Source: an optimization exercise on an open RTL-to-GDS flow (aim: small area). Production flows keep margins and buffers that such runs may drop. No run shown here included a check of the RTL's function; only the layout flow was run. Power and IR drop assume default switching activity.

==> design.v <==
module bin_to_7seg
  (
    input  [7:0] i_bin,
    output o_Segment1_A,
    output o_Segment1_B,
    output o_Segment1_C,
    output o_Segment1_D,
    output o_Segment1_E,
    output o_Segment1_F,
    output o_Segment1_G,
    output o_Segment2_A,
    output o_Segment2_B,
    output o_Segment2_C,
    output o_Segment2_D,
    output o_Segment2_E,
    output o_Segment2_F,
    output o_Segment2_G
  );
  wire [6:0] w_Segment1;
  wire [6:0] w_Segment2;
  assign o_Segment1_A = w_Segment1[6];
  assign o_Segment1_B = w_Segment1[5];
  assign o_Segment1_C = w_Segment1[4];
  assign o_Segment1_D = w_Segment1[3];
  assign o_Segment1_E = w_Segment1[2];
  assign o_Segment1_F = w_Segment1[1];
  assign o_Segment1_G = w_Segment1[0];
  assign o_Segment2_A = w_Segment2[6];
  assign o_Segment2_B = w_Segment2[5];
  assign o_Segment2_C = w_Segment2[4];
  assign o_Segment2_D = w_Segment2[3];
  assign o_Segment2_E = w_Segment2[2];
  assign o_Segment2_F = w_Segment2[1];
  assign o_Segment2_G = w_Segment2[0];
  assign w_Segment1 = encode(i_bin[7:4]);
  assign w_Segment2 = encode(i_bin[3:0]);
	function [6:0] encode;
		input [3:0] i_bin_val;
		encode =	(i_bin_val[3:0] == 4'b0000) ? ~7'b1111110 :
					(i_bin_val[3:0] == 4'b0001) ? ~7'b0110000 :
					(i_bin_val[3:0] == 4'b0010) ? ~7'b1101101 :
					(i_bin_val[3:0] == 4'b0011) ? ~7'b1111001 :
					(i_bin_val[3:0] == 4'b0100) ? ~7'b0110011 :
					(i_bin_val[3:0] == 4'b0101) ? ~7'b1011011 :
					(i_bin_val[3:0] == 4'b0110) ? ~7'b1011111 :
					(i_bin_val[3:0] == 4'b0111) ? ~7'b1110000 :
					(i_bin_val[3:0] == 4'b1000) ? ~7'b1111111 :
					(i_bin_val[3:0] == 4'b1001) ? ~7'b1111011 :
					(i_bin_val[3:0] == 4'b1010) ? ~7'b1110111 :
					(i_bin_val[3:0] == 4'b1011) ? ~7'b0011111 :
					(i_bin_val[3:0] == 4'b1100) ? ~7'b1001110 :
					(i_bin_val[3:0] == 4'b1101) ? ~7'b0111101 :
					(i_bin_val[3:0] == 4'b1110) ? ~7'b1001111 :
					(i_bin_val[3:0] == 4'b1111) ? ~7'b1000111 :
											      ~7'b0000000;
	endfunction
endmodule
module LFSR (
	input i_Clk,
	input i_Rst,
	input i_run,
	output reg [8:0] o_reg
);
	localparam [8:0]  INITIAL_VAL = 9'b1_1010_1110;
	localparam [16:0] DLY_START = 17'h1FFFF,
	                  DLY_END   = 17'h15728;
	reg [16:0] r_dly;
	wire w_end = (r_dly == DLY_END);
	always @(posedge i_Clk) begin
		if (i_Rst || (i_run && w_end))
			r_dly <= DLY_START;
		else if (i_run)
			r_dly <= {r_dly[15:0], r_dly[16] ^ r_dly[13]};
	end
	always @(posedge i_Clk) begin
		if (i_Rst || !i_run)
			o_reg <= INITIAL_VAL;
		else if (w_end)
			o_reg <= {o_reg[7] ^ o_reg[8], o_reg[6:5], o_reg[4] ^ o_reg[8],
			          o_reg[3], o_reg[2] ^ o_reg[8], o_reg[1] ^ o_reg[8], o_reg[0], o_reg[8]};
	end
endmodule
module paddle #(parameter SW_STEP_COUNT = 16) (
	input i_Clk,
	input i_Rst,
	input i_up,
	input i_down,
	input i_enable,
	output reg o1,
	output reg o2,
	output reg [8:0] o_top	 
	);
	reg [4:0] r_up_cnt;
	reg [4:0] r_dn_cnt;
	always @(posedge i_Clk) begin
		if (i_Rst) begin
			r_up_cnt <= 0;
			r_dn_cnt <= 0;
			o1 <= 1'b0;
			o2 <= 1'b0;
			o_top <= 9'd200;
		end else if (i_enable) begin
			if (i_up && !i_down) begin
				if (r_up_cnt[4]) begin
					r_up_cnt <= 0;
					if (o_top != 0) o_top <= o_top - 1'b1;
				end else begin
					r_up_cnt <= r_up_cnt + 1'b1;
					o1 <= 1'b1;
				end
			end else if (!i_up && i_down) begin
				if (r_dn_cnt[4]) begin
					r_dn_cnt <= 0;
					if (o_top != 9'd399) o_top <= o_top + 1'b1;
				end else begin
					r_dn_cnt <= r_dn_cnt + 1'b1;
					o2 <= 1'b1;
				end
			end else begin
				r_up_cnt <= 0;
				r_dn_cnt <= 0;
				o1 <= 1'b0;
				o2 <= 1'b0;
			end
		end else begin
			o_top <= 9'd200;
		end
	end
endmodule
module ball (
	input i_Clk,
	input i_Rst,
	input i_enable,
	input i_P1_sw_up,
	input i_P1_sw_down,
	input i_P2_sw_up,
	input i_P2_sw_down,
	input [8:0] i_P1_top,
	input [8:0] i_P2_top,
	output reg [9:0] o_left,	 
	output reg [9:0] o_top		 
	);
	reg [4:0] r_speed;
	reg [4:0] r_hi;
	reg [3:0] r_lo;
	reg r_xdir;			 
	reg [1:0] r_ydir;	 
	wire [9:0] w_bottom = o_top + 10'd10;
	wire w_step = (r_hi == 0) && (r_lo == 0);
	wire w_hit1 = (o_left == 10'd54) && (o_top < {1'b0, i_P1_top} + 10'd80) && (w_bottom > {1'b0, i_P1_top});
	wire w_hit2 = (o_left == 10'd576) && (o_top < {1'b0, i_P2_top} + 10'd80) && (w_bottom > {1'b0, i_P2_top});
	wire w_hit = r_xdir ? w_hit2 : w_hit1;
	wire w_up = r_xdir ? i_P2_sw_up : i_P1_sw_up;
	wire w_dn = r_xdir ? i_P2_sw_down : i_P1_sw_down;
	always @(posedge i_Clk) begin
		if (i_Rst || !i_enable) begin
			o_left <= 10'd315;
			o_top <= 10'd235;
			r_speed <= 5'd20;
			r_hi <= 5'd20;
			r_lo <= 0;
			r_ydir <= 0;
			if (i_Rst) r_xdir <= 1'b1;
		end else if (w_step) begin
			r_hi <= r_speed;
			o_left <= r_xdir ? o_left + 1'b1 : o_left - 1'b1;
			if (w_hit) begin
				r_xdir <= ~r_xdir;
				if (r_speed != 5'd1) r_speed <= r_speed - 1'b1;
				if (w_up && !w_dn) begin
					if (r_ydir == 0) r_ydir <= 1;
					else if (r_ydir == 2) r_ydir <= 0;
				end else if (!w_up && w_dn) begin
					if (r_ydir == 0) r_ydir <= 2;
					else if (r_ydir == 1) r_ydir <= 0;
				end
			end
			if (r_ydir == 1) begin
				o_top <= o_top - 1'b1;
				if (o_top == 0) r_ydir <= 2;
			end else if (r_ydir == 2) begin
				o_top <= o_top + 1'b1;
				if (o_top == 10'd469) r_ydir <= 1;
			end
		end else if (r_lo == 0) begin
			r_lo <= 4'd9;
			r_hi <= r_hi - 1'b1;
		end else begin
			r_lo <= r_lo - 1'b1;
		end
	end
endmodule
module sync_pulse_generator (
	input i_Clk,
	input i_Rst,
	output reg [9:0] o_X_Cursor,
	output reg [9:0] o_Y_Cursor
	);
	always @(posedge i_Clk) begin
		if (i_Rst) begin
			o_X_Cursor <= 0;
			o_Y_Cursor <= 0;
		end else if (o_X_Cursor == 10'd799) begin
			o_X_Cursor <= 0;
			o_Y_Cursor <= (o_Y_Cursor == 10'd524) ? 10'd0 : o_Y_Cursor + 1'b1;
		end else begin
			o_X_Cursor <= o_X_Cursor + 1'b1;
		end
	end
endmodule
module vga_sync_porch (
	input [9:0] i_X_Cursor,
	input [9:0] i_Y_Cursor,
	output o_H_Sync,
	output o_V_Sync
	);
	assign o_H_Sync = (i_X_Cursor < 10'd658) || (i_X_Cursor > 10'd750);
	assign o_V_Sync = (i_Y_Cursor < 10'd490) || (i_Y_Cursor > 10'd492);
endmodule
module display_to_screen (
	input i_Clk,
	input i_Rst,
	input [1:0] i_device_state,
	input [3:0] i_p1_score,
	input [3:0] i_p2_score,
	input [8:0] i_P1_top,
	input [8:0] i_P2_top,
	input [9:0] i_B_left,
	input [9:0] i_B_top,
	input [9:0] i_X_cursor,
	input [9:0] i_Y_cursor,
	output [2:0] o_VGA_Red,
	output [2:0] o_VGA_Grn,
	output [2:0] o_VGA_Blu
);
	wire w_x197 = (i_X_cursor == 10'd197);
	wire w_x205 = (i_X_cursor == 10'd205);
	wire w_x235 = (i_X_cursor == 10'd235);
	wire w_x243 = (i_X_cursor == 10'd243);
	wire w_x247 = (i_X_cursor == 10'd247);
	wire w_x255 = (i_X_cursor == 10'd255);
	wire w_x285 = (i_X_cursor == 10'd285);
	wire w_x293 = (i_X_cursor == 10'd293);
	wire w_x297 = (i_X_cursor == 10'd297);
	wire w_x305 = (i_X_cursor == 10'd305);
	wire w_x335 = (i_X_cursor == 10'd335);
	wire w_x343 = (i_X_cursor == 10'd343);
	wire w_x347 = (i_X_cursor == 10'd347);
	wire w_x355 = (i_X_cursor == 10'd355);
	wire w_x366 = (i_X_cursor == 10'd366);
	wire w_x374 = (i_X_cursor == 10'd374);
	wire w_x385 = (i_X_cursor == 10'd385);
	wire w_x393 = (i_X_cursor == 10'd393);
	wire w_x397 = (i_X_cursor == 10'd397);
	wire w_x405 = (i_X_cursor == 10'd405);
	wire w_x435 = (i_X_cursor == 10'd435);
	wire w_x443 = (i_X_cursor == 10'd443);
	wire w_x447 = (i_X_cursor == 10'd447);
	wire w_x455 = (i_X_cursor == 10'd455);
	wire w_x485 = (i_X_cursor == 10'd485);
	wire w_x493 = (i_X_cursor == 10'd493);
	wire w_ge183 = (i_Y_cursor >= 10'd183);
	wire w_ge191 = (i_Y_cursor >= 10'd191);
	wire w_ge195 = (i_Y_cursor >= 10'd195);
	wire w_ge203 = (i_Y_cursor >= 10'd203);
	wire w_ge206 = (i_Y_cursor >= 10'd206);
	wire w_ge214 = (i_Y_cursor >= 10'd214);
	wire w_ge225 = (i_Y_cursor >= 10'd225);
	wire w_ge229 = (i_Y_cursor >= 10'd229);
	wire w_ge233 = (i_Y_cursor >= 10'd233);
	wire w_ge237 = (i_Y_cursor >= 10'd237);
	wire w_ge245 = (i_Y_cursor >= 10'd245);
	wire w_ge248 = (i_Y_cursor >= 10'd248);
	wire w_ge256 = (i_Y_cursor >= 10'd256);
	wire w_ge267 = (i_Y_cursor >= 10'd267);
	wire w_ge275 = (i_Y_cursor >= 10'd275);
	wire w_ge279 = (i_Y_cursor >= 10'd279);
	wire w_ge287 = (i_Y_cursor >= 10'd287);
	wire w_ge290 = (i_Y_cursor >= 10'd290);
	wire w_ge298 = (i_Y_cursor >= 10'd298);
	reg w_s1_0;
	always @(*) begin
		case (i_p1_score)
			4'd0: w_s1_0 = (w_ge195 & ~w_ge287);
			4'd1: w_s1_0 = 1'b0;
			4'd2: w_s1_0 = (w_ge195 & ~w_ge203) | (w_ge237 & ~w_ge287);
			4'd3: w_s1_0 = (w_ge195 & ~w_ge203) | (w_ge237 & ~w_ge245) | (w_ge279 & ~w_ge287);
			4'd4: w_s1_0 = (w_ge195 & ~w_ge245);
			4'd5: w_s1_0 = (w_ge195 & ~w_ge245) | (w_ge279 & ~w_ge287);
			4'd6: w_s1_0 = (w_ge195 & ~w_ge287);
			4'd7: w_s1_0 = (w_ge195 & ~w_ge203);
			4'd8: w_s1_0 = (w_ge195 & ~w_ge287);
			4'd9: w_s1_0 = (w_ge195 & ~w_ge245) | (w_ge279 & ~w_ge287);
			default: w_s1_0 = 1'b0;
		endcase
	end
	reg w_s2_0;
	always @(*) begin
		case (i_p2_score)
			4'd0: w_s2_0 = (w_ge195 & ~w_ge287);
			4'd1: w_s2_0 = 1'b0;
			4'd2: w_s2_0 = (w_ge195 & ~w_ge203) | (w_ge237 & ~w_ge287);
			4'd3: w_s2_0 = (w_ge195 & ~w_ge203) | (w_ge237 & ~w_ge245) | (w_ge279 & ~w_ge287);
			4'd4: w_s2_0 = (w_ge195 & ~w_ge245);
			4'd5: w_s2_0 = (w_ge195 & ~w_ge245) | (w_ge279 & ~w_ge287);
			4'd6: w_s2_0 = (w_ge195 & ~w_ge287);
			4'd7: w_s2_0 = (w_ge195 & ~w_ge203);
			4'd8: w_s2_0 = (w_ge195 & ~w_ge287);
			4'd9: w_s2_0 = (w_ge195 & ~w_ge245) | (w_ge279 & ~w_ge287);
			default: w_s2_0 = 1'b0;
		endcase
	end
	reg w_s1_8;
	always @(*) begin
		case (i_p1_score)
			4'd0: w_s1_8 = (w_ge203 & ~w_ge279);
			4'd1: w_s1_8 = 1'b0;
			4'd2: w_s1_8 = (w_ge245 & ~w_ge279);
			4'd3: w_s1_8 = 1'b0;
			4'd4: w_s1_8 = (w_ge195 & ~w_ge237);
			4'd5: w_s1_8 = (w_ge203 & ~w_ge237);
			4'd6: w_s1_8 = (w_ge203 & ~w_ge237) | (w_ge245 & ~w_ge279);
			4'd7: w_s1_8 = 1'b0;
			4'd8: w_s1_8 = (w_ge203 & ~w_ge237) | (w_ge245 & ~w_ge279);
			4'd9: w_s1_8 = (w_ge203 & ~w_ge237);
			default: w_s1_8 = 1'b0;
		endcase
	end
	reg w_s2_8;
	always @(*) begin
		case (i_p2_score)
			4'd0: w_s2_8 = (w_ge203 & ~w_ge279);
			4'd1: w_s2_8 = 1'b0;
			4'd2: w_s2_8 = (w_ge245 & ~w_ge279);
			4'd3: w_s2_8 = 1'b0;
			4'd4: w_s2_8 = (w_ge195 & ~w_ge237);
			4'd5: w_s2_8 = (w_ge203 & ~w_ge237);
			4'd6: w_s2_8 = (w_ge203 & ~w_ge237) | (w_ge245 & ~w_ge279);
			4'd7: w_s2_8 = 1'b0;
			4'd8: w_s2_8 = (w_ge203 & ~w_ge237) | (w_ge245 & ~w_ge279);
			4'd9: w_s2_8 = (w_ge203 & ~w_ge237);
			default: w_s2_8 = 1'b0;
		endcase
	end
	reg w_s1_38;
	always @(*) begin
		case (i_p1_score)
			4'd0: w_s1_38 = (w_ge203 & ~w_ge279);
			4'd1: w_s1_38 = (w_ge195 & ~w_ge287);
			4'd2: w_s1_38 = (w_ge203 & ~w_ge237);
			4'd3: w_s1_38 = (w_ge203 & ~w_ge237) | (w_ge245 & ~w_ge279);
			4'd4: w_s1_38 = (w_ge195 & ~w_ge237) | (w_ge245 & ~w_ge287);
			4'd5: w_s1_38 = (w_ge245 & ~w_ge279);
			4'd6: w_s1_38 = (w_ge245 & ~w_ge279);
			4'd7: w_s1_38 = (w_ge203 & ~w_ge287);
			4'd8: w_s1_38 = (w_ge203 & ~w_ge237) | (w_ge245 & ~w_ge279);
			4'd9: w_s1_38 = (w_ge203 & ~w_ge237) | (w_ge245 & ~w_ge279);
			default: w_s1_38 = 1'b0;
		endcase
	end
	reg w_s2_38;
	always @(*) begin
		case (i_p2_score)
			4'd0: w_s2_38 = (w_ge203 & ~w_ge279);
			4'd1: w_s2_38 = (w_ge195 & ~w_ge287);
			4'd2: w_s2_38 = (w_ge203 & ~w_ge237);
			4'd3: w_s2_38 = (w_ge203 & ~w_ge237) | (w_ge245 & ~w_ge279);
			4'd4: w_s2_38 = (w_ge195 & ~w_ge237) | (w_ge245 & ~w_ge287);
			4'd5: w_s2_38 = (w_ge245 & ~w_ge279);
			4'd6: w_s2_38 = (w_ge245 & ~w_ge279);
			4'd7: w_s2_38 = (w_ge203 & ~w_ge287);
			4'd8: w_s2_38 = (w_ge203 & ~w_ge237) | (w_ge245 & ~w_ge279);
			4'd9: w_s2_38 = (w_ge203 & ~w_ge237) | (w_ge245 & ~w_ge279);
			default: w_s2_38 = 1'b0;
		endcase
	end
	reg w_s1_46;
	always @(*) begin
		case (i_p1_score)
			4'd0: w_s1_46 = (w_ge195 & ~w_ge287);
			4'd1: w_s1_46 = (w_ge195 & ~w_ge287);
			4'd2: w_s1_46 = (w_ge195 & ~w_ge245) | (w_ge279 & ~w_ge287);
			4'd3: w_s1_46 = (w_ge195 & ~w_ge287);
			4'd4: w_s1_46 = (w_ge195 & ~w_ge287);
			4'd5: w_s1_46 = (w_ge195 & ~w_ge203) | (w_ge237 & ~w_ge287);
			4'd6: w_s1_46 = (w_ge195 & ~w_ge203) | (w_ge237 & ~w_ge287);
			4'd7: w_s1_46 = (w_ge195 & ~w_ge287);
			4'd8: w_s1_46 = (w_ge195 & ~w_ge287);
			4'd9: w_s1_46 = (w_ge195 & ~w_ge287);
			default: w_s1_46 = 1'b0;
		endcase
	end
	reg w_s2_46;
	always @(*) begin
		case (i_p2_score)
			4'd0: w_s2_46 = (w_ge195 & ~w_ge287);
			4'd1: w_s2_46 = (w_ge195 & ~w_ge287);
			4'd2: w_s2_46 = (w_ge195 & ~w_ge245) | (w_ge279 & ~w_ge287);
			4'd3: w_s2_46 = (w_ge195 & ~w_ge287);
			4'd4: w_s2_46 = (w_ge195 & ~w_ge287);
			4'd5: w_s2_46 = (w_ge195 & ~w_ge203) | (w_ge237 & ~w_ge287);
			4'd6: w_s2_46 = (w_ge195 & ~w_ge203) | (w_ge237 & ~w_ge287);
			4'd7: w_s2_46 = (w_ge195 & ~w_ge287);
			4'd8: w_s2_46 = (w_ge195 & ~w_ge287);
			4'd9: w_s2_46 = (w_ge195 & ~w_ge287);
			default: w_s2_46 = 1'b0;
		endcase
	end
	wire w_tog_ready = w_x197 & ((w_ge229 & ~w_ge275))
		| w_x205 & ((w_ge237 & ~w_ge275))
		| w_x243 & ((w_ge229 & ~w_ge237))
		| w_x247 & ((w_ge229 & ~w_ge275))
		| w_x255 & ((w_ge237 & ~w_ge248) | (w_ge256 & ~w_ge267))
		| w_x285 & ((w_ge237 & ~w_ge248))
		| w_x293 & ((w_ge229 & ~w_ge256) | (w_ge267 & ~w_ge275))
		| w_x297 & ((w_ge229 & ~w_ge275))
		| w_x305 & ((w_ge206 & ~w_ge214) | (w_ge237 & ~w_ge267))
		| w_x335 & ((w_ge214 & ~w_ge229) | (w_ge237 & ~w_ge267))
		| w_x343 & ((w_ge206 & ~w_ge275))
		| w_x347 & ((w_ge229 & ~w_ge275))
		| w_x355 & ((w_ge237 & ~w_ge267))
		| w_x385 & ((w_ge183 & ~w_ge229) | (w_ge237 & ~w_ge267))
		| w_x393 & ((w_ge183 & ~w_ge275))
		| w_x397 & ((w_ge229 & ~w_ge275) | (w_ge290 & ~w_ge298))
		| w_x405 & ((w_ge229 & ~w_ge267))
		| w_x435 & ((w_ge229 & ~w_ge267) | (w_ge275 & ~w_ge290))
		| w_x443 & ((w_ge229 & ~w_ge298));
	wire w_tog_fin = w_x197 & ((w_ge183 & ~w_ge275))
		| w_x205 & ((w_ge191 & ~w_ge229) | (w_ge237 & ~w_ge275))
		| w_x235 & ((w_ge191 & ~w_ge229))
		| w_x243 & ((w_ge183 & ~w_ge237))
		| w_x347 & ((w_ge229 & ~w_ge275))
		| w_x355 & ((w_ge229 & ~w_ge267))
		| w_x366 & ((w_ge229 & ~w_ge267))
		| w_x374 & ((w_ge229 & ~w_ge267))
		| w_x385 & ((w_ge229 & ~w_ge267))
		| w_x393 & ((w_ge229 & ~w_ge275))
		| w_x397 & ((w_ge229 & ~w_ge275))
		| w_x405 & ((w_ge237 & ~w_ge267))
		| w_x435 & ((w_ge237 & ~w_ge267))
		| w_x443 & ((w_ge229 & ~w_ge275))
		| w_x447 & ((w_ge229 & ~w_ge275))
		| w_x455 & ((w_ge237 & ~w_ge275))
		| w_x485 & ((w_ge237 & ~w_ge275))
		| w_x493 & ((w_ge229 & ~w_ge275))
		| (i_p1_score > i_p2_score) & (w_x285 & ((w_ge183 & ~w_ge275))
			| w_x293 & ((w_ge183 & ~w_ge275)))
		| (i_p1_score < i_p2_score) & (w_x247 & ((w_ge183 & ~w_ge191) | (w_ge225 & ~w_ge275))
			| w_x255 & ((w_ge233 & ~w_ge267))
			| w_x285 & ((w_ge191 & ~w_ge225))
			| w_x293 & ((w_ge183 & ~w_ge233) | (w_ge267 & ~w_ge275)));
	wire w_tog_s1 = w_x247 & w_s1_0 | w_x255 & w_s1_8 | w_x285 & w_s1_38 | w_x293 & w_s1_46;
	wire w_tog_s2 = w_x347 & w_s2_0 | w_x355 & w_s2_8 | w_x385 & w_s2_38 | w_x393 & w_s2_46;
	reg r_ready_flag, r_fin_flag, r_s1_flag, r_s2_flag;
	always @(posedge i_Clk) begin
		if (i_Rst) begin
			r_ready_flag <= 0;
			r_fin_flag <= 0;
			r_s1_flag <= 0;
			r_s2_flag <= 0;
		end else begin
			r_ready_flag <= r_ready_flag ^ w_tog_ready;
			r_fin_flag <= r_fin_flag ^ w_tog_fin;
			r_s1_flag <= r_s1_flag ^ w_tog_s1;
			r_s2_flag <= r_s2_flag ^ w_tog_s2;
		end
	end
	wire [8:0] w_rand_RGB;
	LFSR rand_RGB (.i_Clk(i_Clk), .i_Rst(i_Rst), .i_run(i_device_state != 0), .o_reg(w_rand_RGB));
	wire [9:0] w_B_right = i_B_left + 10'd10;
	wire [9:0] w_B_bottom = i_B_top + 10'd10;
	wire w_game = (i_X_cursor > 10'd44 && i_X_cursor < 10'd54 && i_Y_cursor > {1'b0, i_P1_top} && i_Y_cursor < {1'b0, i_P1_top} + 10'd80) ||
	              (i_X_cursor > 10'd586 && i_X_cursor < 10'd596 && i_Y_cursor > {1'b0, i_P2_top} && i_Y_cursor < {1'b0, i_P2_top} + 10'd80) ||
	              (i_X_cursor > i_B_left && i_X_cursor < w_B_right && i_Y_cursor > i_B_top && i_Y_cursor < w_B_bottom);
	assign {o_VGA_Red, o_VGA_Grn, o_VGA_Blu} =
		(i_device_state == 2'd0) ? {9{r_ready_flag}} :
		(i_device_state == 2'd1) ? {9{w_game}} :
		(i_device_state == 2'd2) ? {9{w_game | r_s1_flag | r_s2_flag}} :
		(r_fin_flag ? w_rand_RGB : 9'd0);
endmodule
module pong (
  input i_Clk,
  input i_Rst,
  input i_Switch_1,
  input i_Switch_2,
  input i_Switch_3,
  input i_Switch_4,
  output o_LED_1,
  output o_LED_2,
  output o_LED_3,
  output o_LED_4,
  output o_Segment1_A,
  output o_Segment1_B,
  output o_Segment1_C,
  output o_Segment1_D,
  output o_Segment1_E,
  output o_Segment1_F,
  output o_Segment1_G,
  output o_Segment2_A,
  output o_Segment2_B,
  output o_Segment2_C,
  output o_Segment2_D,
  output o_Segment2_E,
  output o_Segment2_F,
  output o_Segment2_G,
  output o_VGA_Red_0,
  output o_VGA_Red_1,
  output o_VGA_Red_2,
  output o_VGA_Grn_0,
  output o_VGA_Grn_1,
  output o_VGA_Grn_2,
  output o_VGA_Blu_0,
  output o_VGA_Blu_1,
  output o_VGA_Blu_2,
  output o_VGA_HSync,
  output o_VGA_VSync
  );
  wire [9:0] w_X_Cursor;
  wire [9:0] w_Y_Cursor;
  wire [8:0] w_P1_top;
  wire [8:0] w_P2_top;
  wire [9:0] w_B_left;
  wire [9:0] w_B_top;
  reg [1:0] device_state;	 
  reg [3:0] r_p1_score;	 
  reg [3:0] r_p2_score;
  wire w_en = (device_state == 2'd1);
  wire w_any_sw = i_Switch_1 | i_Switch_2 | i_Switch_3 | i_Switch_4;
  wire w_p1_point = (w_B_left == 10'd630);
  wire w_p2_point = (w_B_left == 10'd1023);
  always @(posedge i_Clk) begin
    if (i_Rst) begin
      device_state <= 0;
      r_p1_score <= 0;
      r_p2_score <= 0;
    end else if (device_state == 2'd1) begin
      if (w_p1_point || w_p2_point) begin
        if (w_p1_point) r_p1_score <= r_p1_score + 1'b1;
        else r_p2_score <= r_p2_score + 1'b1;
        device_state <= (r_p1_score == 4'd9 || r_p2_score == 4'd9) ? 2'd3 : 2'd2;
      end
    end else if (w_any_sw) begin
      if (device_state == 2'd3) begin
        r_p1_score <= 0;
        r_p2_score <= 0;
      end
      device_state <= 2'd1;
    end
  end
  bin_to_7seg U_BIN2SEG(
    .i_bin({r_p1_score, r_p2_score}),
    .o_Segment1_A(o_Segment1_A),
    .o_Segment1_B(o_Segment1_B),
    .o_Segment1_C(o_Segment1_C),
    .o_Segment1_D(o_Segment1_D),
    .o_Segment1_E(o_Segment1_E),
    .o_Segment1_F(o_Segment1_F),
    .o_Segment1_G(o_Segment1_G),
    .o_Segment2_A(o_Segment2_A),
    .o_Segment2_B(o_Segment2_B),
    .o_Segment2_C(o_Segment2_C),
    .o_Segment2_D(o_Segment2_D),
    .o_Segment2_E(o_Segment2_E),
    .o_Segment2_F(o_Segment2_F),
    .o_Segment2_G(o_Segment2_G)
    );
  paddle Paddle1 (
    .i_Clk(i_Clk),
    .i_Rst(i_Rst),
    .i_up(i_Switch_1),
    .i_down(i_Switch_2),
    .i_enable(w_en),
    .o1(o_LED_1),
    .o2(o_LED_2),
    .o_top(w_P1_top)
    );
  paddle Paddle2 (
    .i_Clk(i_Clk),
    .i_Rst(i_Rst),
    .i_up(i_Switch_3),
    .i_down(i_Switch_4),
    .i_enable(w_en),
    .o1(o_LED_3),
    .o2(o_LED_4),
    .o_top(w_P2_top)
    );
  ball Ball_Unit (
    .i_Clk(i_Clk),
    .i_Rst(i_Rst),
    .i_enable(w_en),
    .i_P1_sw_up(i_Switch_1),
    .i_P1_sw_down(i_Switch_2),
    .i_P2_sw_up(i_Switch_3),
    .i_P2_sw_down(i_Switch_4),
    .i_P1_top(w_P1_top),
    .i_P2_top(w_P2_top),
    .o_left(w_B_left),
    .o_top(w_B_top)
    );
  sync_pulse_generator SPG1 (
    .i_Clk(i_Clk),
    .i_Rst(i_Rst),
    .o_X_Cursor(w_X_Cursor),
    .o_Y_Cursor(w_Y_Cursor)
    );
  vga_sync_porch VSP1 (
    .i_X_Cursor(w_X_Cursor),
    .i_Y_Cursor(w_Y_Cursor),
    .o_H_Sync(o_VGA_HSync),
    .o_V_Sync(o_VGA_VSync)
    );
  display_to_screen Display1 (
    .i_Clk(i_Clk),
    .i_Rst(i_Rst),
    .i_device_state(device_state),
    .i_p1_score(r_p1_score),
    .i_p2_score(r_p2_score),
    .i_P1_top(w_P1_top),
    .i_P2_top(w_P2_top),
    .i_B_left(w_B_left),
    .i_B_top(w_B_top),
    .i_X_cursor(w_X_Cursor),
    .i_Y_cursor(w_Y_Cursor),
    .o_VGA_Red({o_VGA_Red_2, o_VGA_Red_1, o_VGA_Red_0}),
    .o_VGA_Grn({o_VGA_Grn_2, o_VGA_Grn_1, o_VGA_Grn_0}),
    .o_VGA_Blu({o_VGA_Blu_2, o_VGA_Blu_1, o_VGA_Blu_0})
    );
endmodule
==> run.sh <==
#!/bin/bash
# synth_recipe.tcl (not shown) runs the flow's synth.tcl, then flattens the netlist and writes it again
# the make line also repeats each setting of config.mk as NAME=value (left out here)
make -C /OpenROAD-flow-scripts/flow DESIGN_CONFIG=/design/flow/config.mk WORK_HOME=/design/flow/orfs CLKGATE_MAP_FILE= SYNTH_SCRIPT=/design/flow/synth_recipe.tcl finish
==> config.mk <==
export PLATFORM = sky130hd
export DESIGN_NAME = pong
export DESIGN_NICKNAME = pong
export VERILOG_FILES = /design/flow/design.v
export SDC_FILE = /design/flow/constraint.sdc
export NUM_CORES = 4
export LEC_CHECK = 0
export CAP_MARGIN = 20
export CORE_MARGIN = 2
export CORE_UTILIZATION = 75
export SLEW_MARGIN = 20
==> constraint.sdc <==
create_clock -name core_clock -period 10.0 [get_ports {i_Clk}]
set_input_delay 2.0000 -clock core_clock [delete_from_list [all_inputs] [get_ports {i_Clk}]]
set_output_delay 2.0000 -clock core_clock [all_outputs]
set_load 0.01 [all_outputs]
==> flow_metrics.tcl, run 1 <==
set metrics [dict create \
    grtUsageTotal 0.396 \
    ctsResizeCount 0 \
    firstDrtPassIters 8 \
    antenna_found_initial 0 \
    relSlewSlack 0.354 \
    ir_worst_vdd_v 0.000123 \
    synth-edff-count 1 \
    netlist.area_leader.share 0.214 \
    skew_ns 0.0142 \
    syn_nets 1909 \
    regMostFlops "Display1.rand_RGB.r_dly" \
    multi_input_comb_area_um2 9410 \
    ff_latch_area_um2 2790 \
    rr_worst_depth 9 \
    arrival_ns 5.16 \
    drt_iter0_markers 2060 \
    drive_gt1_frac 0.0484 \
    synth-warning-count 7 \
    grt_overflow 0 \
    postCtsHoldBufs 0 \
    coreArea_um2 16700 \
    synth-simple-area-share 0.260 \
    wire_per_inst_um 18.9 \
    vias 13292 \
    cts.sinks 139 \
    grt_max_degree 52 \
    synth_async_sr_flop_share 0 \
    fp.dieW_um 135 \
    routed_via_density 6.87 \
    ios 35 \
    hold_slack_ns 0.475 \
    cts_tree "built" \
    die_h_um 135 \
    synth_xor_area_frac 0.0495 \
    rows 47 \
    crit_path_max_fanout 10 \
    rsz0062_at_grt "false" \
    drc 0 \
    die_area_um2 18300 \
    reg2reg_to "Display1.r_ready_flag" \
    synth_fa_ha_area_frac 0.171 \
    synth_top_area_cell "dfxtp_1" \
    clk-insertion-delay-late_ns 0.44 \
    syn_inst 1729 \
    h-tree-depth 4 \
    start_kind "register" \
    grt_pass1_wl_um 59100 \
    cts_setup_buffers 0 \
    cp-end-kind "output pin" \
    synth-seq-cells 139 \
    place_congestion 0.994 \
    maxSlewViolCount 0 \
    ys_seq_area_frac 0.216 \
    min_from "Display1.rand_RGB.r_dly[5]" \
    syn_to_final_growth_pct 7.22 \
    drt-total-wl_um 36600 \
    ant_nets 0 \
    tightest_slew_ns 0.967 \
    portBuffers 34 \
    clockBufferDepth 2 \
    finalHoldViolCount 0 \
    min_to "Display1.rand_RGB.r_dly[6]" \
    p_leak_nw 5.53 \
    timing.final.crit_share 0.716 \
    crit_required_ns 8.00 \
    yosysMostFrequentCell "nand2_1" \
    setup_viol 0 \
    syn-mean-instance-area_um2 7.46 \
    fin_tns_setup_ns 0 \
    synth_common_cells "nand2_1 (175), ha_1 (170), nor2_1 (162)" \
    fin_nets 1882 \
    rr_startpoint "SPG1.o_Y_Cursor[9]" \
    maxCapViolCount 0 \
    synthTopCellsByArea "dfxtp_1 (21%), ha_1 (16%), a21oi_1 (5.1%)" \
    cts_inserted_buffers 17 \
    synth.distinct_cells 87 \
    crit_path_start "Ball_Unit.o_left[6]" \
    min_period_ns 7.16 \
    crit_type "reg2out" \
    grt_pass1_vias 12184 \
    syn_area_um2 12900 \
    start_util 0.773 \
    fmax_ghz 0.140 \
    regToRegSetupSlack_ns 6.25 \
    outcome "timing/DRC/antenna clean" \
    largest_reg_flops 17 \
    synth_top_family_by_area "simple AND/OR/NAND/NOR gates" \
    clkTransAtPathRegs_ns 0.07 \
    holdPathStages 2 \
    hold_class "reg2reg" \
    cellPowerDensity_nw_per_um2 103 \
    diodes 0 \
    dp_hpwl_um 25900 \
    synth_compound_area_frac 0.228 \
    muxShareOfSynthArea 0.0186 \
    root_buffer "clkbuf_16" \
    fillCellCount 1085 \
    synth_flop_cell "dfxtp_1" \
]
cell usage in the layout, fill, tap and decap left out, drive strengths merged, types with 44 or more instances in the layout:
cell type,count
nand3,72
nor3,62
inv,106
o21ai,108
xnor2,54
nand2,176
dfxtp,138
ha,170
nor2,164
nand4,44
a21oi,134
worst max path at each step:
stage | to | slack [ns]
after floorplan | o_VGA_Blu_0 | 4.63
after global routing | o_VGA_Blu_2 | 2.65
after CTS | o_VGA_Blu_2 | 2.98
final | o_VGA_Blu_2 | 2.84
after detailed placement | o_VGA_Blu_2 | 3.56
after global placement | o_VGA_Grn_2 | 3.84
layer usage:
layer	wire length, µm	GRT usage	share of wire
met2	16500	0.633	0.45
met1	15500	0.528	0.42
met3	3410	0.0744	0.093
met4	1220	0.159	0.033
met5	0	0	0
stage by stage:
| step | area (µm²) | std cells | setup WS [ns] | util | power, mW |
|---|---|---|---|---|---|
| 2_1_floorplan | 12900 | 1729 | 4.63 | - | 0.721 |
| 3_3_place_gp | 13200 | 1903 | 3.84 | 0.793 | 0.771 |
| 3_5_place_dp | 13200 | 1903 | 3.56 | 0.793 | 0.778 |
| 4_1_cts | 13800 | 1935 | 2.98 | 0.828 | 1.41 |
| 5_1_grt | 13800 | 1935 | 2.65 | 0.829 | 1.46 |
| 6_report | 13800 | 1935 | 2.84 | 0.829 | 1.42 |
worst max-delay path, cell delays in order (launching register included):
cell and delay, ns:
dfxtp_1 0.42, inv_1 0.14, nor2_1 0.23, nand3_1 0.17
o21bai_1 0.21, xnor2_1 0.15, ha_1 0.33, a211oi_1 0.25
o221ai_1 0.16, a311o_1 0.34, nor4b_1 0.33, o311ai_0 0.18
nand3b_1 0.23, o311ai_2 0.28, nor3b_2 0.25, nor4_1 0.42
clkdlybuf4s50_1 0.64
cell families (layout without fill, tap and decap cells):
| family | after synthesis | in the layout |
|---|---|---|
| AO/OA/AOI/OAI | 458 | 458 |
| XOR/XNOR | 73 | 73 |
| adder cells (fa/ha/maj) | 174 | 174 |
| buffers and inverters | 186 | 172 |
| flip-flops | 139 | 139 |
| multiplexers | 23 | 23 |
| AND/OR/NAND/NOR | 676 | 676 |
power breakdown:
group          total (mW)  switching [mW]  leakage [nW]  internal [mW]
registers           0.590          0.0198          1.13          0.570
clock network       0.647           0.287         0.286          0.360
logic               0.184           0.113          4.12         0.0716
final cells by class:
cell class              instances  area share
clock buffers                  18      0.0317
clock inverters                14      0.0108
inverters                      96      0.0260
multi-input cells            1404       0.680
flip-flops and latches        139       0.202
well taps                     220      0.0199
repair buffers                 44      0.0297
==> run 2, diff against run 1 <==
--- a/config.mk
+++ b/config.mk
@@ -9,3 +9,3 @@
 export CORE_MARGIN = 2
-export CORE_UTILIZATION = 75
+export CORE_UTILIZATION = 40
 export SLEW_MARGIN = 20
==> run 2 against run 1 <==
Total power rose by 0.98%. Die area increased by 85%. Cell count increased by 9.5%. Utilization shrank 38 points. Wire length increased by 0.10%. Worst setup slack better by 0.31 ns. Non-clock buffer count rose by 2. Synthesized area unchanged. Flip-flop and latch count stayed put. Critical endpoint is now o_VGA_Grn_1. Largest cell class unchanged.
==> flow_metrics.tcl, run 2 <==
set metrics [dict create \
    regMostFlops "Display1.rand_RGB.r_dly" \
    ant_nets 0 \
    rr_startpoint "Ball_Unit.o_top[1]" \
    root_buffer "clkbuf_16" \
    fin_tns_setup_ns 0 \
    skew_ns 0.0127 \
    arrival_ns 4.85 \
    ios 35 \
    synth-edff-count 1 \
    maxCapViolCount 0 \
    p_comb_frac 0.125 \
    outcome "timing/DRC/antenna clean" \
    dp_cells 2087 \
    crit_required_ns 8.00 \
    grtUsageMet3 0.0242 \
    drt-total-wl_um 36700 \
    die_area_um2 33700 \
    ctsResizeCount 0 \
    final_common_cell "nand2_1" \
    diodes 0 \
    p_int_mw 1.00 \
    crit_type "reg2out" \
    timing.final.crit_share 0.685 \
    yosysMostFrequentCell "nand2_1" \
    wire_per_inst_um 17.3 \
    drt_iter0_markers 1008 \
    maxSlewViolCount 0 \
    tightest_slew_ns 0.940 \
    gr-max-usage-layer "met2" \
    firstDrtPassIters 6 \
    fmax_ghz 0.146 \
    grt_pass1_vias 11573 \
    clk-insertion-delay-late_ns 0.44 \
    final_cell_mix "nand2_1 (175), ha_1 (170), nor2_1 (162), dfxtp_1 (138), a21oi_1 (131)" \
    drc 0 \
    portBuffers 34 \
    ys_seq_area_frac 0.216 \
    largest_reg_flops 17 \
    p_switching_uw 431 \
    cp-end-kind "output pin" \
    die_h_um 184 \
    final_cell_count_no_fill 2119 \
    synth_async_sr_flop_share 0 \
    rsz0062_at_grt "false" \
    crit_path_max_fanout 10 \
    ir_worst_vdd_v 0.0000949 \
    min_from "Ball_Unit.r_hi[1]" \
    crit_path_start "Ball_Unit.o_top[1]" \
    swShare 0.300 \
    syn_area_um2 12900 \
    synth_top_area_cell "dfxtp_1" \
    drive_gt1_frac 0.0495 \
    clkPwrFrac 0.464 \
    syn_inst 1729 \
    place_congestion 0.938 \
    seqPwrFrac 0.411 \
    start_kind "register" \
    met1_usage 0.302 \
    netlist.area_leader.share 0.214 \
    syn_to_final_growth_pct 9.43 \
    finalHoldViolCount 0 \
    synth-seq-cells 139 \
    grtUsageTotal 0.219 \
    fp.dieW_um 184 \
    relSlewSlack 0.372 \
    h-tree-depth 4 \
    cellPowerDensity_nw_per_um2 102 \
    grt_util_met2 0.355 \
    hold_class "reg2reg" \
    synth_common_cells "nand2_1 (175), ha_1 (170), nor2_1 (162)" \
    cts_setup_buffers 0 \
    synth_flop_cell "dfxtp_1" \
    cts.sinks 139 \
    fin_nets 1884 \
    grt_overflow 0 \
    clockBufferDepth 2 \
    grt_pass1_wl_um 60300 \
    routed_via_density 5.90 \
    setup_viol 0 \
    coreArea_um2 31600 \
    grt_max_degree 52 \
    cts_tree "built" \
    min_period_ns 6.85 \
    p_leak_nw 5.56 \
    synth.distinct_cells 87 \
    antenna_found_initial 0 \
    synthTopCellsByArea "dfxtp_1 (21%), ha_1 (16%), a21oi_1 (5.1%)" \
    syn_nets 1909 \
    postCtsHoldBufs 0 \
    syn-mean-instance-area_um2 7.46 \
    synth-warning-count 7 \
    dp_hpwl_um 27200 \
    vias 12493 \
    cts_inserted_buffers 17 \
    start_util 0.408 \
    rows 65 \
    clkTransAtPathRegs_ns 0.07 \
]
## run 2: critical path: stages (launching register included)
cell,delay [ns]
dfxtp_1,0.56
ha_1,0.28
o2111ai_2,0.17
nor3_2,0.17
xnor2_1,0.14
ha_1,0.23
a211oi_1,0.22
o221ai_1,0.14
a311o_1,0.34
nor4b_1,0.31
o311ai_0,0.19
nand3b_1,0.22
o311ai_2,0.26
nor3b_2,0.24
nor4_1,0.33
clkdlybuf4s50_1,0.60
## run 2: cells by family (layout without fill, tap and decap cells)
group           count (synthesis)  in the layout  synth area share
simple gates                  676            676             0.260
compound gates                458            458             0.228
buf+inv                       186            174            0.0561
fa+ha+maj                     174            174             0.171
flops                         139            139             0.216
xor+xnor                       73             73            0.0495
mux                            23             23            0.0186
## run 2: path summary, 6_finish.rpt
kind,endpoint,slack (ns),cells past startpoint
worst max-delay path,o_VGA_Grn_1,3.15,15
worst min-delay path,Ball_Unit.r_hi[1],0.46,2
worst max register to register,Ball_Unit.r_xdir,6.21,10
worst min register to register,Ball_Unit.r_hi[1],0.46,2
## run 2: cell type report
type | instances | area [µm²]
clock buffer | 17 | 425
sequential | 139 | 2790
timing repair buffer | 46 | 425
tap | 402 | 503
inverter | 96 | 360
multi-input combinational | 1404 | 9420
clock inverter | 15 | 196
fill | 3105 | 17500
## run 2: stage by stage
stage                     hold slack [ns]  setup WS (ns)   util  power [mW]  instance area [µm²]
final                               0.462           3.15  0.446        1.43                14100
after global routing                0.495           2.68  0.446        1.50                14100
after CTS                           0.462           3.15  0.446        1.45                14100
after detailed placement            0.455           3.64  0.426       0.781                13500
after global placement              0.457           3.79  0.426       0.778                13500
after floorplan                     0.441           4.63      -       0.721                12900
## run 2: power by group through the flow
stage,combinational (mW),clock [mW],sequential (mW)
floorplan,0.128,0,0.594
global placement,0.177,0,0.601
detailed placement,0.179,0,0.602
CTS,0.180,0.683,0.590
global route,0.202,0.703,0.593
finish,0.180,0.665,0.590
## run 2: per-layer routing
layer / wire length [µm] / vias up
met2: 16500 / 339
met4: 835 / 0
met5: 0 / -
met3: 1870 / 41
li1: - / 6286
met1: 17500 / 5827

## separate check: timing with driven ports
The flow's constraints put no driver on any port. The routed layouts listed below were extracted and timed again, unchanged, in two steps. Step 1: set_driving_cell puts a clkbuf_16 on i_Clk and a buf_2 on each other input, an assumption about the parent block. Step 2, shift: input delay + t, output delay - t, t = (earliest + latest rising clock arrival at the registers) / 2. This alone moves slack from input paths to output paths. Slacks: ideal ports / drivers / drivers and shift; pairs: ideal ports / drivers.
run | t (ns) | setup slack, ns | cell pins on the clock port's net
run 1 | 0.484 | 2.844 / 2.797 / 3.281 | 1
run 2 | 0.479 | 3.151 / 3.104 / 3.584 | 1
After both steps setup and hold are still met in every run listed.
